Source: an optimization exercise on an open RTL-to-GDS flow (aim: small area and a short achievable clock period). Production flows keep margins and buffers that such runs may drop.
Function was checked by simulation only, so behaviour that the tests miss may differ from the original.
The flow treats the clock pin as an ideal source, which a real chip does not have.

==> flow/design.v, too long to show whole: its modules and the start of the top module <==
// module c6288: 605 lines
// module mfa: 4 lines
// module mhan: 4 lines
// module fadd: 576 lines
// module g_aoi21: 3 lines
// module g_inv: 3 lines
// module g_nand2: 3 lines
// module g_nor2: 3 lines
// module g_oai21: 3 lines
// module g_or2: 3 lines
// module g_xnor2: 3 lines
// module g_xor2: 3 lines
// module benc: 4 lines
// module bsel: 3 lines
// module bsel0: 3 lines
module c6288 (clk, reset, N1_wire, N18_wire, N35_wire, N52_wire, N69_wire, N86_wire, N103_wire, N120_wire, N137_wire, N154_wire, N171_wire, N188_wire, N205_wire, N222_wire, N239_wire, N256_wire, N273_wire, N290_wire, N307_wire, N324_wire, N341_wire, N358_wire, N375_wire, N392_wire, N409_wire, N426_wire, N443_wire, N460_wire, N477_wire, N494_wire, N511_wire, N528_wire,
  N545, N1581, N1901, N2223, N2548, N2877, N3211, N3552, N3895, N4241, N4591, N4946, N5308, N5672, N5971, N6123, N6150, N6160, N6170, N6180, N6190, N6200, N6210, N6220, N6230, N6240, N6250, N6260, N6270, N6280, N6288, N6287);
  // ...
==> flow/flow/run.sh <==
#!/bin/bash
# Own layout flow, built on the standard flow (standard.sh):
#  1. the standard synthesis;
#  2. every combinational cell set to the smallest size of its footprint
#     (flow/downsize.py); the resizer upsizes where timing needs it;
#  3. the standard flow up to CTS, with extra ORFS make variables from
#     flow/extra.txt (a setup margin, so that repair_timing works towards a
#     short period rather than only the 14 ns clock; port buffers of buf_1);
#  5. the rest of the standard flow (global route, repair, detailed route).
# Each step's full output goes to a log file of its own in the work folder.
set -euo pipefail
mapfile -t EXTRA < <(grep -v '^#' flow/extra.txt | grep .)
RES=orfs/results/$FLOW_PLATFORM/c6288/base
PLAT=$FLOW_HOME/platforms/$FLOW_PLATFORM
bash standard.sh synth > synth.log 2>&1
python3 flow/downsize.py $PLAT/lib/sky130_fd_sc_hd__tt_025C_1v80.lib $RES/1_2_yosys.v > downsize.log 2>&1
rm -f $RES/1_synth.odb $RES/1_synth.sdc
bash standard.sh cts "${EXTRA[@]}" > place_cts.log 2>&1
RES=$RES SKEW_CELLS="$(cat flow/skew_cells.txt)" LAUNCH_GROUPS=$(cat flow/launch_groups.txt) LAUNCH_CELL=sky130_fd_sc_hd__clkbuf_16 LIB=$PLAT/lib/sky130_fd_sc_hd__tt_025C_1v80.lib PLATFORM_DIR=$PLAT \
  openroad -no_init -exit flow/skew.tcl > skew.log 2>&1
bash standard.sh finish "${EXTRA[@]}" > route.log 2>&1
==> flow/flow/downsize.py <==
#!/usr/bin/env python3
"""Give every combinational cell of the synthesized netlist the smallest size
of its footprint (e.g. a22oi_2 -> a22oi_1); the resizer later upsizes only
where timing needs it. Flip-flops, tie cells and dont-use cells are left as
they are. usage: downsize.py LIB NETLIST"""
import re, sys
lib, net = sys.argv[1], sys.argv[2]
txt = open(lib).read()
cells = {}
for m in re.finditer(r'cell \("(\w+)"\)\s*\{', txt):
    body = txt[m.end():m.end() + 4000]
    fp = re.search(r'cell_footprint : "(\w+)"', body)
    ar = re.search(r'area : ([\d.]+)', body)
    if fp and ar:
        cells[m.group(1)] = (fp.group(1), float(ar.group(1)))
skip = re.compile(r'sky130_fd_sc_hd__(df|dl|sdf|edf|conb|tap|fill|decap|diode|clk|probe|lpflow|buf|inv|bufinv)')
best = {}
for c, (fp, ar) in cells.items():
    if skip.match(c):
        continue
    if fp not in best or ar < cells[best[fp]][1]:
        best[fp] = c
src = open(net).read()
n = [0]
def rep(m):
    c = m.group(1)
    if c in cells and not skip.match(c):
        b = best.get(cells[c][0], c)
        if b != c and cells[b][1] < cells[c][1] - 1e-6:
            n[0] += 1
            return b + m.group(2)
    return m.group(0)
out = re.sub(r'\b(sky130_fd_sc_hd__\w+)(\s+\S+\s*\()', rep, src)
open(net, 'w').write(out)
print(f"downsized {n[0]} cells")
==> flow/flow/extra.txt <==
SETUP_SLACK_MARGIN=9.8
BUFFER_PORTS_ARGS=-buffer_cell sky130_fd_sc_hd__buf_1
TNS_END_PERCENT=0
==> flow/flow/launch_groups.txt <==
2
==> flow/flow/skew.tcl <==
set res $::env(RES)
set cells $::env(SKEW_CELLS)
read_db $res/4_cts.odb
read_liberty $::env(LIB)
read_sdc $res/4_cts.sdc
source $::env(PLATFORM_DIR)/setRC.tcl
set_propagated_clock [all_clocks]
estimate_parasitics -placement
report_clock_skew
set block [ord::get_db_block]
set ng $::env(LAUNCH_GROUPS)
if {$ng > 0} {
  set lst {}
  foreach inst [get_cells {ra* one* two* neg*}] {
    set p [get_pins [get_full_name $inst]/CLK]
    set loc [[sta::sta_to_db_inst $inst] getLocation]
    lappend lst [list [lindex $loc 0] [lindex $loc 1] $p]
  }
  set lst [lsort -integer -index 0 $lst]
  set per [expr {([llength $lst] + $ng - 1) / $ng}]
  for {set g 0} {$g < $ng} {incr g} {
    set sub [lrange $lst [expr {$g*$per}] [expr {$g*$per + $per - 1}]]
    set sx 0; set sy 0; set gp {}
    foreach e $sub { incr sx [lindex $e 0]; incr sy [lindex $e 1]; lappend gp [lindex $e 2] }
    set n [llength $sub]
    insert_buffer -buffer_cell $::env(LAUNCH_CELL) -net clk -load_pins $gp \
      -location [list [expr {$sx/$n/1000.0}] [expr {$sy/$n/1000.0}]] \
      -buffer_name launch_clkbuf_$g -net_name launch_clk_$g -load_pins_on_diff_nets
    puts "launch group $g: $n clock pins"
  }
}
# group rp CLK pins by their clock net
set groups [dict create]
foreach inst [get_cells rp*] {
  set pin [get_pins [get_full_name $inst]/CLK]
  set net [get_full_name [get_nets -of_objects $pin]]
  dict lappend groups $net $pin
}
set block [ord::get_db_block]
set gi 0
foreach net [dict keys $groups] {
  incr gi
  set pins [dict get $groups $net]
  # centroid of the loads
  set sx 0; set sy 0; set n 0
  foreach p $pins {
    set i [sta::sta_to_db_inst [get_cells -of_objects $p]]
    set loc [$i getLocation]
    incr sx [lindex $loc 0]; incr sy [lindex $loc 1]; incr n
  }
  set x [expr {$sx / $n / 1000.0}]; set y [expr {$sy / $n / 1000.0}]
  set curnet $net
  set d 0
  foreach cell $cells {
    incr d
    set bn "rpdly_${gi}_$d"
    insert_buffer -buffer_cell $cell -net $curnet -load_pins $pins -location [list $x $y] -buffer_name $bn -net_name "${bn}_net"
    set curnet [get_full_name [get_nets -of_objects [lindex $pins 0]]]
  }
  puts "net $net: [llength $pins] rp clock pins behind $cells"
}
# remove clock buffers left without loads
set changed 1
while {$changed} {
  set changed 0
  foreach inst [$block getInsts] {
    if {![string match "*clkbuf*" [[$inst getMaster] getName]]} continue
    set out [$inst findITerm X]
    if {$out eq "NULL"} continue
    set net [$out getNet]
    if {$net eq "NULL" || [llength [$net getITerms]] <= 1} {
      puts "remove [$inst getName]"
      odb::dbInst_destroy $inst
      if {$net ne "NULL"} { odb::dbNet_destroy $net }
      set changed 1
      break
    }
  }
}
set_placement_padding -global -left 0 -right 0
detailed_placement
check_placement
estimate_parasitics -placement
report_clock_skew
report_checks -path_delay max -digits 3 -format full_clock_expanded -to [all_outputs]
report_checks -path_delay max -digits 3 -format full_clock_expanded -to [get_pins rp*/D]
report_check_types -max_slew -violators
report_clock_latency
foreach p [get_pins -hierarchical */CLK] { if {[get_property $p slew_max] > 0.11} { puts "slow clock pin [get_full_name $p] [get_property $p slew_max]" } }
write_db $res/4_cts.odb
==> flow/flow/skew_cells.txt <==
sky130_fd_sc_hd__clkbuf_4
==> flow/standard.sh <==
#!/bin/bash
# synth_recipe.tcl (not shown) runs the flow's synth.tcl, then flattens the netlist and writes it again
# the make line also repeats each setting of config.mk as NAME=value (left out here)
make -C /OpenROAD-flow-scripts/flow DESIGN_CONFIG=/design/flow/config.mk WORK_HOME=/design/flow/orfs CLKGATE_MAP_FILE= SYNTH_SCRIPT=/design/flow/synth_recipe.tcl "${@:-finish}"
==> flow/config.mk <==
export PLATFORM = sky130hd
export DESIGN_NAME = c6288
export DESIGN_NICKNAME = c6288
export VERILOG_FILES = /design/flow/design.v
export SDC_FILE = /design/flow/constraint.sdc
export NUM_CORES = 4
export LEC_CHECK = 0
export CAP_MARGIN = 20
export CORE_MARGIN = 2
export CORE_UTILIZATION = 40
export CTS_BUF_LIST = sky130_fd_sc_hd__clkbuf_4 sky130_fd_sc_hd__clkbuf_8
export SLEW_MARGIN = 20
export SYNTH_HIERARCHICAL = 1
==> flow/constraint.sdc <==
create_clock -name core_clock -period 14.0 [get_ports {clk}]
set_input_delay 2.8000 -clock core_clock [delete_from_list [all_inputs] [get_ports {clk}]]
set_output_delay 2.8000 -clock core_clock [all_outputs]
set_load 0.01 [all_outputs]
==> results.txt, run 1 <==
result of the run no timing/DRC/antenna violations; endpoint of the most critical setup path rp[26]$_DFF_PP0_; unrepaired setup endpoints after global routing false; timing-limited maximum frequency about 0.26 GHz; global-route usage over all layers 19.8%; core footprint 20,300 um^2; Setup violations, final 0; Critical Path Most Common Cell fa_1; number of flip-flops and latches 72; WS Path Type register to register; dpl ws 9.01 ns; total placed instance area 8690 um^2; source of the critical timing path ra[0]$_DFF_PP0_; number of max-cap violations 0; Slew HR 47.5%; Hold WS roughly 0.5 ns; hold worst-path end rp[0]$_DFF_PP0_; end of the worst register-to-register path rp[26]$_DFF_PP0_; total buffers and inverters traversed by the critical path 1; Crit. End Element register; Max Buffers Root-to-Sink 2; Net count, final about 1.1k; proportion of cell area occupied by multi-input gates roughly two thirds; number of multi-input combinational cells 704; met2 usage 32.2%; largest registers rp (32), ra (16); area growth from synthesis to layout 11.3%; startpoint of the worst hold path one[0]$_DFF_P_; Required @ worst endpoint about 14 ns; leading cell type in the layout, fill and taps excluded xor2_1; critical path arrival roughly 4.3 ns; DRC violations left 0; routability-driven placement congestion ratio 0.882; fin crit share between 20 and 30%; most frequent cells in the layout xor2_1, a22oi_1, fa_1; WL met1 8210 um
==> run 2: changes to the inputs <==
==> flow/flow/extra.txt (replaced) <==
SETUP_SLACK_MARGIN=9.6
BUFFER_PORTS_ARGS=-buffer_cell sky130_fd_sc_hd__buf_1
TNS_END_PERCENT=0
==> flow/flow/skew_cells.txt (replaced) <==
sky130_fd_sc_hd__clkbuf_1 sky130_fd_sc_hd__clkbuf_4
==> run 2 against run 1 <==
Compared with the run above: non-clock buffer count is 17 lower; clock skew is 0.067 ns higher; register-to-register slack worse by 0.12 ns; synthesized area stayed put; maximum frequency is 2.9% lower.
==> results.txt, run 2 <==
global-route usage over all layers 19.8% (about the same); total placed instance area 8680 um^2 (was 8690 um^2); startpoint of the worst hold path one[0]$_DFF_P_ (unchanged); Largest Register rp (unchanged); post-layout worst setup margin 10.0 ns (was 10.12 ns); worst-margin pin slew 0.746 ns (was 0.787 ns); largest net degree at the start of global routing 57 (unchanged); core footprint 20,300 um^2 (unchanged); routability-driven placement congestion ratio 0.840 (was 0.882); DIE WIDTH 148 um (unchanged); clock tree from TritonCTS yes (unchanged); Final Hold Viols 0 (unchanged); number of vias after detailed routing 6,215 (was 6,310); Die Footprint 22,000 um^2 (unchanged); total inserted antenna cells 0 (unchanged); Reg-to-Reg Start two[7]$_DFF_P_ (was ra[0]$_DFF_PP0_); Setup violations, final 0 (unchanged); die extent in y 148 um (unchanged); I/O pin count 66 (unchanged); Remaining Overflow, GRT 0 (unchanged); most frequent cells in the layout xor2_1, a22oi_1, fa_1 (unchanged); average wire per standard cell 16.6 um (was 16.4 um); timing-limited maximum frequency 0.250 GHz (was 0.257 GHz); worst reg2reg setup slack 10.0 ns (was 10.12 ns); 1st-iter DRT viols 439 (was 613); global-route wire length before repair 33,600 um (was 33,300 um); initial cell density of the core 41.0% (unchanged); result of the run no timing/DRC/antenna violations (unchanged); count of final max-slew check failures 0 (unchanged); number of max-cap violations 0 (unchanged); Max Buffers Root-to-Sink 2 (unchanged); number of antenna violations at the first check in global routing 0 (unchanged); number of cells on the worst reg-to-reg path 14 (was 13); Post-Route Skew 0.440 ns (was 0.373 ns); Net count, final 1,058 (was 1,071); leading cell type in the layout, fill and taps excluded xor2_1 (unchanged); DRC violations left 0 (unchanged); unrepaired setup endpoints after global routing false (unchanged); count of cells along the worst hold path 3 (unchanged); CTS clk-pin slew, worst paths 0.09 ns (was 0.08 ns); TritonCTS Sinks 72 (unchanged); Crit. End Element register (unchanged); WS Path Type register to register (unchanged); placed wire-length estimate 14,400 um (about the same); flip-flop count of the largest register after layout 32 (unchanged); dpl ws 8.99 ns (was 9.01 ns); wirelength, routed 19,700 um (about the same); Post-DRT Antenna Nets 0 (unchanged); source-to-sink clock delay at the later pin of the worst-skew pair 0.58 ns (was 0.51 ns); count of TritonRoute iterations in the first routing pass 5 (unchanged); total negative setup slack 0 ns (unchanged); post-layout minimum cycle time 4.00 ns (was 3.88 ns); synthesized area 8320 um^2 (unchanged); cell row count 52 (unchanged); utilization after layout 44.6% (was 45.6%); critical path arrival 4.44 ns (was 4.30 ns); largest registers rp (32), ra (16) (unchanged); Num CTS Buffers 9 (unchanged); layout cells sized above 1 7.53% (was 10.3%); Root Buffer Master clkbuf_8 (unchanged); final design area excluding fillers 9050 um^2 (was 9260 um^2); Slew HR 50.3% (was 47.5%); mean cell area of the mapped netlist 9.79 um^2 (unchanged); Worst Setup Start Kind register (unchanged); critical path peak fanout 16 (was 17); end of the worst register-to-register path rp[30]$_DFF_PP0_ (was rp[26]$_DFF_PP0_); type of the tightest min-delay check register to register (unchanged); Gate Count Post-Synth 850 (unchanged); CTS H-tree depth 3 (unchanged); Required @ worst endpoint 14.44 ns (was 14.41 ns); Warnings, synthesis 7 (unchanged); input/output buffers 65 (unchanged); fin crit share 28.6% (was 27.7%); area growth from synthesis to layout 8.71% (was 11.3%); hold worst-path end rp[0]$_DFF_PP0_ (unchanged); DR vias/cell 5.24 (was 5.26); via count of the first global-routing pass 6,568 (was 6,505)
[run 2: cell count changes in the layout (fill, tap and decap cells not counted), moves of 2 or more]
cell	delta
clkbuf_1	+5
a21oi_2	-3
dfrtp_4	-3
buf_12	-2
buf_4	-15
dfrtp_2	+3
a21oi_1	+3
[run 2: layer usage]
layer / global-route usage [%] / wire, um
met1: 26.0 / 8220
met2: 33.3 / 9840
met3: 2.55 / 1040
met4: 8.05 / 595
met5: 0 / 0
[run 2: worst max-delay path, cell delays in order, from the launching register on]
cell and delay, ns:
dfxtp_1 0.76, a22oi_1 0.17, xor2_1 0.19, fa_1 0.47, fa_1 0.40, fa_1 0.48
fa_1 0.55, nand2_1 0.10, a21oi_2 0.22, o21ai_1 0.18, a21oi_2 0.26, inv_1 0.13
a21oi_1 0.14, o21ai_1 0.09, xor2_1 0.16
[run 2: layout make-up]
type | instances | area [um^2]
Clock buffer | 19 | 203
Multi-Input combinational cell | 704 | 6200
Inverter | 42 | 158
Fill cell | 2001 | 11300
Sequential cell | 72 | 1770
Clock inverter | 6 | 72.6
Tap cell | 270 | 338
Timing Repair Buffer | 73 | 304
[run 2: worst max path at each step]
stage / startpoint / to / slack, ns
after floorplan: neg[0]$_DFF_PP0_ / rp[28]$_DFF_PP0_ / 9.65
after global placement: neg[3]$_DFF_PP0_ / rp[31]$_DFF_PP0_ / 9.05
after detailed placement: neg[0]$_DFF_PP0_ / rp[28]$_DFF_PP0_ / 8.99
after CTS: two[7]$_DFF_P_ / rp[30]$_DFF_PP0_ / 9.59
after global routing: ra[12]$_DFF_PP0_ / rp[30]$_DFF_PP0_ / 9.75
final: two[7]$_DFF_P_ / rp[30]$_DFF_PP0_ / 10.0
[run 2: what timing repair did]
action,CTS,global route
endpoints found under the hold margin,0,0
resized for setup,41,0
hold buffers,0,0
setup endpoints to repair,16,0
setup buffers,4,0
[run 2: stage by stage]
| step | std cells | hold WS [ns] |
|---|---|---|
| finish | 1186 | 0.399 |
| global route | 1186 | 0.405 |
| CTS | 1177 | 0.804 |
| detailed placement | 1157 | 0.939 |
| global placement | 1157 | 0.945 |
| floorplan | 852 | 0.885 |
==> run 3: changes to the inputs <==
==> flow/flow/extra.txt (replaced) <==
SETUP_SLACK_MARGIN=9.7
BUFFER_PORTS_ARGS=-buffer_cell sky130_fd_sc_hd__buf_1
TNS_END_PERCENT=0
==> run 3 against run 2 <==
Compared with the run above: routed wire length increased by 0.20%; synthesized cell count unchanged; largest cell class unchanged; count of clock-buffer cells in the layout unchanged; clock skew decreased by 0.0016 ns; global-route usage decreased by 0.15 points.
==> results.txt, run 3 <==
timing-limited maximum frequency 0.257 GHz (was 0.250 GHz); worst-margin pin slew 0.796 ns (was 0.746 ns); result of the run no timing/DRC/antenna violations (unchanged); Remaining Overflow, GRT 0 (unchanged); post-layout minimum cycle time 3.89 ns (was 4.00 ns); routability-driven placement congestion ratio 0.844 (was 0.840); Final Hold Viols 0 (unchanged); TritonCTS Sinks 72 (unchanged); count of TritonRoute iterations in the first routing pass 8 (was 5); total placed instance area 8670 um^2 (was 8680 um^2); via count of the first global-routing pass 6,496 (was 6,568); total buffers and inverters traversed by the critical path 1 (unchanged); Gate Count Post-Synth 850 (unchanged); number of vias after detailed routing 6,370 (was 6,215); type of the tightest min-delay check register to register (unchanged); Die Footprint 22,000 um^2 (unchanged); count of final max-slew check failures 0 (unchanged); synthesized area 8320 um^2 (unchanged); flip-flop count of the largest register after layout 32 (unchanged); global-route wire length before repair 32,800 um (was 33,600 um); number of cells on the worst reg-to-reg path 15 (was 14); number of placed instances with taps included 1,156 (was 1,157); wirelength, routed 19,700 um (about the same); count of non-filler cells in the finished layout 1,207 (was 1,186); hold-fix buffer count after cts 0 (unchanged); mean cell area of the mapped netlist 9.79 um^2 (unchanged); source-to-sink clock delay at the later pin of the worst-skew pair 0.58 ns (about the same); critical path peak fanout 1 (was 16); startpoint of the worst hold path one[0]$_DFF_P_ (unchanged); Crit. End Element output port (was register); number of stages on the worst setup path 1 (was 14); fin crit share 27.8% (was 28.6%); I/O pin count 66 (unchanged); Net count, final 1,079 (was 1,058); utilization after layout 45.4% (was 44.6%); worst reg2reg setup slack 10.13 ns (was 10.0 ns); end of the worst register-to-register path rp[25]$_DFF_PP0_ (was rp[30]$_DFF_PP0_); final design area excluding fillers 9210 um^2 (was 9050 um^2); CTS H-tree depth 3 (unchanged); CP delay by family, top flip-flops (was adder cells); DIE WIDTH 148 um (unchanged); slowest cell delay on critical path 0.34 ns (was 0.76 ns); Max Buffers Root-to-Sink 2 (unchanged); Worst Setup Start Kind register (unchanged); DRC violations left 0 (unchanged); number of max-cap violations 0 (unchanged); hold worst-path end rp[0]$_DFF_PP0_ (unchanged); total negative setup slack 0 ns (unchanged); global-route usage over all layers 19.7% (was 19.8%); area growth from synthesis to layout 10.7% (was 8.71%); Post-Route Skew 0.438 ns (was 0.440 ns); Num CTS Buffers 9 (unchanged); layout cells sized above 1 9.82% (was 7.53%); critical path arrival 1.09 ns (was 4.44 ns); Required @ worst endpoint 11.20 ns (was 14.44 ns); largest registers rp (32), ra (16) (unchanged); initial cell density of the core 41.0% (unchanged); series of cell instances along the critical path buf_1 (was a22oi_1, xor2_1, fa_1, fa_1, fa_1, fa_1, nand2_1, a21oi_2, o21ai_1, a21oi_2, inv_1, a21oi_1, o21ai_1, xor2_1); Post-DRT Antenna Nets 0 (unchanged); clock tree from TritonCTS yes (unchanged); largest net degree at the start of global routing 57 (unchanged); total inserted antenna cells 0 (unchanged); leading cell type in the layout, fill and taps excluded xor2_1 (unchanged); number of antenna violations at the first check in global routing 0 (unchanged); DR vias/cell 5.28 (was 5.24); placed wire-length estimate 14,400 um (about the same); unrepaired setup endpoints after global routing false (unchanged); 1st-iter DRT viols 576 (was 439); count of cells along the worst hold path 3 (unchanged); average wire per standard cell 16.4 um (was 16.6 um); most frequent cells in the layout xor2_1, a22oi_1, fa_1 (unchanged); Root Buffer Master clkbuf_8 (unchanged); Slew HR 46.9% (was 50.3%); cell row count 52 (unchanged); core footprint 20,300 um^2 (unchanged); CTS clk-pin slew, worst paths 0.08 ns (was 0.09 ns); cell with the largest stage delay on the worst path dfrtp_1 (was dfxtp_1); die extent in y 148 um (unchanged); Warnings, synthesis 7 (unchanged); Setup violations, final 0 (unchanged); input/output buffers 65 (unchanged); Reg-to-Reg Start ra[14]$_DFF_PP0_ (was two[7]$_DFF_P_); WS Path Type register to output port (was register to register); Largest Register rp (unchanged)
==> run 3: worst max path at each step <==
| stage | startpoint | endpoint | slack [ns] |
|---|---|---|---|
| finish | rp[18]$_DFF_PP0_ | N6170 | 10.11 |
| global route | ra[10]$_DFF_PP0_ | rp[31]$_DFF_PP0_ | 9.84 |
| CTS | ra[14]$_DFF_PP0_ | rp[25]$_DFF_PP0_ | 9.71 |
| detailed placement | neg[2]$_DFF_PP0_ | rp[30]$_DFF_PP0_ | 8.97 |
| global placement | neg[3]$_DFF_PP0_ | rp[31]$_DFF_PP0_ | 9.07 |
| floorplan | neg[1]$_DFF_PP0_ | rp[18]$_DFF_PP0_ | 9.70 |
==> run 3: layout make-up <==
type,instances,area [um^2]
inverters,42,158
well taps,270,338
clock buffers,19,203
multi-input cells,704,6210
repair buffers,94,487
fillers,1976,11100
flip-flops and latches,72,1780
clock inverters,6,43.8
==> run 3: repair_timing <==
| action | 4_1_cts | 5_1_grt |
|---|---|---|
| setup endpoints to repair | 16 | 0 |
| buffers inserted | 26 | 0 |
| gates resized for setup | 44 | 0 |
==> run 3: per-stage QoR <==
stage	worst slack (ns)	hold WS (ns)
global route	9.84	0.486
finish	10.11	0.446
detailed placement	8.97	0.936
global placement	9.07	0.942
CTS	9.71	0.822
floorplan	9.70	0.885
==> run 3: layer usage <==
metal / global-route usage (%) / wire length [um] / vias up
li1: - / - / 2980
met1: 24.9 / 8170 / 3116
met2: 32.9 / 9760 / 230
met3: 3.04 / 1070 / 44
met4: 9.71 / 733 / 0
met5: 0 / 0 / -
==> run 3: tightest hold or removal path: stages, from the launching register on <==
cell and delay, ns:
dfxtp_2 0.42, nand2_1 0.12, xor2_1 0.09, xor2_1 0.16
==> run 4: changes to the inputs <==
--- a/flow/config.mk
+++ b/flow/config.mk
@@ -5,9 +5,9 @@
 export SDC_FILE = /design/flow/constraint.sdc
 export NUM_CORES = 4
 export LEC_CHECK = 0
-export CAP_MARGIN = 20
+export CAP_MARGIN = 5
 export CORE_MARGIN = 2
 export CORE_UTILIZATION = 40
 export CTS_BUF_LIST = sky130_fd_sc_hd__clkbuf_4 sky130_fd_sc_hd__clkbuf_8
-export SLEW_MARGIN = 20
+export SLEW_MARGIN = 5
 export SYNTH_HIERARCHICAL = 1
==> run 4 against run 3 <==
Compared with the run above: clock skew stayed put; count of clock-buffer cells in the layout stayed put; worst hold slack stayed put; global-route usage stayed put; first-iteration DRC count stayed put; register-to-register slack hardly changed; still clean; critical path type unchanged.
==> results.txt, run 4 <==
CTS clk-pin slew, worst paths 0.08 ns (about the same); die extent in y 148 um (unchanged); DRC violations left 0 (unchanged); placed wire-length estimate 14,400 um (unchanged); average wire per standard cell 16.4 um (unchanged); Warnings, synthesis 7 (unchanged); number of placed instances with taps included 1,156 (unchanged); input/output buffers 65 (unchanged); largest net degree at the start of global routing 57 (unchanged); Remaining Overflow, GRT 0 (unchanged); hold-fix buffer count after cts 0 (unchanged); initial cell density of the core 41.0% (unchanged); worst reg2reg setup slack 10.13 ns (about the same); slowest cell delay on critical path 0.34 ns (about the same); endpoint of the most critical setup path N6170 (unchanged); source of the critical timing path rp[18]$_DFF_PP0_ (unchanged); cell with the largest stage delay on the worst path dfrtp_1 (unchanged); leading cell type in the layout, fill and taps excluded xor2_1 (unchanged); startpoint of the worst hold path one[0]$_DFF_P_ (unchanged); Gate Count Post-Synth 850 (unchanged); worst-margin pin slew 0.796 ns (unchanged); timing-limited maximum frequency 0.257 GHz (unchanged); Die Footprint 22,000 um^2 (unchanged); Num CTS Buffers 9 (unchanged); area growth from synthesis to layout 10.7% (unchanged); wirelength, routed 19,700 um (unchanged); total buffers and inverters traversed by the critical path 1 (unchanged); layout cells sized above 1 9.82% (unchanged); Largest Register rp (unchanged); final design area excluding fillers 9210 um^2 (unchanged); Final Hold Viols 0 (unchanged); Post-Route Skew 0.438 ns (unchanged); total placed instance area 8670 um^2 (unchanged); result of the run no timing/DRC/antenna violations (unchanged); DR vias/cell 5.28 (unchanged); I/O pin count 66 (unchanged); flip-flop count of the largest register after layout 32 (unchanged); type of the tightest min-delay check register to register (unchanged); fin crit share 27.8% (unchanged); mean cell area of the mapped netlist 9.79 um^2 (unchanged); source-to-sink clock delay at the later pin of the worst-skew pair 0.58 ns (about the same); count of final max-slew check failures 0 (unchanged); number of stages on the worst setup path 1 (unchanged); largest registers rp (32), ra (16) (unchanged); Root Buffer Master clkbuf_8 (unchanged); cell row count 52 (unchanged); count of TritonRoute iterations in the first routing pass 8 (unchanged); post-layout minimum cycle time 3.89 ns (unchanged); count of non-filler cells in the finished layout 1,207 (unchanged); Slew HR 46.9% (unchanged); most frequent cells in the layout xor2_1, a22oi_1, fa_1 (unchanged); critical path peak fanout 1 (unchanged); Required @ worst endpoint 11.20 ns (about the same); Net count, final 1,079 (unchanged); number of max-cap violations 0 (unchanged); synthesized area 8320 um^2 (unchanged); routability-driven placement congestion ratio 0.844 (unchanged); total inserted antenna cells 0 (unchanged); number of vias after detailed routing 6,370 (unchanged); Post-DRT Antenna Nets 0 (unchanged); global-route usage over all layers 19.7% (unchanged); CTS H-tree depth 3 (unchanged); global-route wire length before repair 32,800 um (unchanged); clock tree from TritonCTS yes (unchanged); number of antenna violations at the first check in global routing 0 (unchanged); Setup violations, final 0 (unchanged); via count of the first global-routing pass 6,496 (unchanged); core footprint 20,300 um^2 (unchanged); critical path arrival 1.09 ns (about the same); TritonCTS Sinks 72 (unchanged); unrepaired setup endpoints after global routing false (unchanged); Max Buffers Root-to-Sink 2 (unchanged); series of cell instances along the critical path buf_1 (unchanged); Reg-to-Reg Start ra[14]$_DFF_PP0_ (unchanged); DIE WIDTH 148 um (unchanged); Crit. End Element output port (unchanged); number of cells on the worst reg-to-reg path 15 (unchanged); total negative setup slack 0 ns (unchanged); Worst Setup Start Kind register (unchanged); WS Path Type register to output port (unchanged); end of the worst register-to-register path rp[25]$_DFF_PP0_ (unchanged); 1st-iter DRT viols 576 (unchanged); CP delay by family, top flip-flops (unchanged)
## run 4: worst min path at each step
stage	to	slack (ns)	cells past startpoint
after floorplan	rp[0]$_DFF_PP0_	0.88	4
after global placement	rp[0]$_DFF_PP0_	0.94	3
after detailed placement	rp[0]$_DFF_PP0_	0.94	3
after CTS	rp[0]$_DFF_PP0_	0.82	3
after global routing	rp[0]$_DFF_PP0_	0.49	3
final	rp[0]$_DFF_PP0_	0.45	3
## run 4: layout make-up
class	count	area, um^2
inverter	42	158
multi-input combinational	704	6210
timing repair buffer	94	487
tap	270	338
clock inverter	6	43.8
fill	1976	11100
clock buffer	19	203
sequential	72	1780
## run 4: per-stage QoR
stage	hold slack, ns	utilization (%)	setup slack (ns)
2_1_floorplan	0.885	-	9.70
3_3_place_gp	0.942	42.7	9.07
3_5_place_dp	0.936	42.7	8.97
4_1_cts	0.822	45.0	9.71
5_1_grt	0.486	45.4	9.84
6_report	0.446	45.4	10.11
## run 4: per-layer routing
layer  part of all wire (%)  up-vias  GRT usage (%)  wire [um]
li1                       -     2980              -          -
met1                     41     3116           24.9       8170
met2                     49      230           32.9       9760
met3                    5.4       44           3.04       1070
met4                    3.7        0           9.71        733
met5                      0        -              0          0
## run 4: what timing repair did
action,CTS,global route
buffers inserted,26,0
endpoints found under the setup margin,16,0
gates resized for setup,44,0

-- re-timing with driven ports --
No port has a modelled driver above. Below, the same layouts with a new extraction and two added sets of constraints. Step 1: set_driving_cell puts a clkbuf_16 on clk and a buf_2 on each other input, an assumption about the parent block. Step 2, shift: input delay + t, output delay - t, t = (earliest + latest rising clock arrival at the registers) / 2. This alone moves slack from input paths to output paths. Slacks: ideal / step 1 / step 2; pairs: ideal / step 1.
| run | shift t [ns] | setup WS [ns] | worst hold slack (ns) | latest minus earliest clock arrival (ns) |
|---|---|---|---|---|
| run 1 | 0.392 | 10.116 / 10.112 / 10.116 | 0.515 / 0.515 / 0.515 | 0.373 / 0.373 |
| run 2 | 0.428 | 10.000 / 10.000 / 10.000 | 0.399 / 0.398 / 0.398 | 0.440 / 0.440 |
| run 3 | 0.432 | 10.111 / 10.037 / 10.132 | 0.446 / 0.446 / 0.446 | 0.439 / 0.439 |
| run 4 | 0.432 | 10.111 / 10.037 / 10.132 | 0.446 / 0.446 / 0.446 | 0.439 / 0.439 |
Clock arrivals are far apart in every run listed, so t is only a midpoint there and step 2 fits no single register.
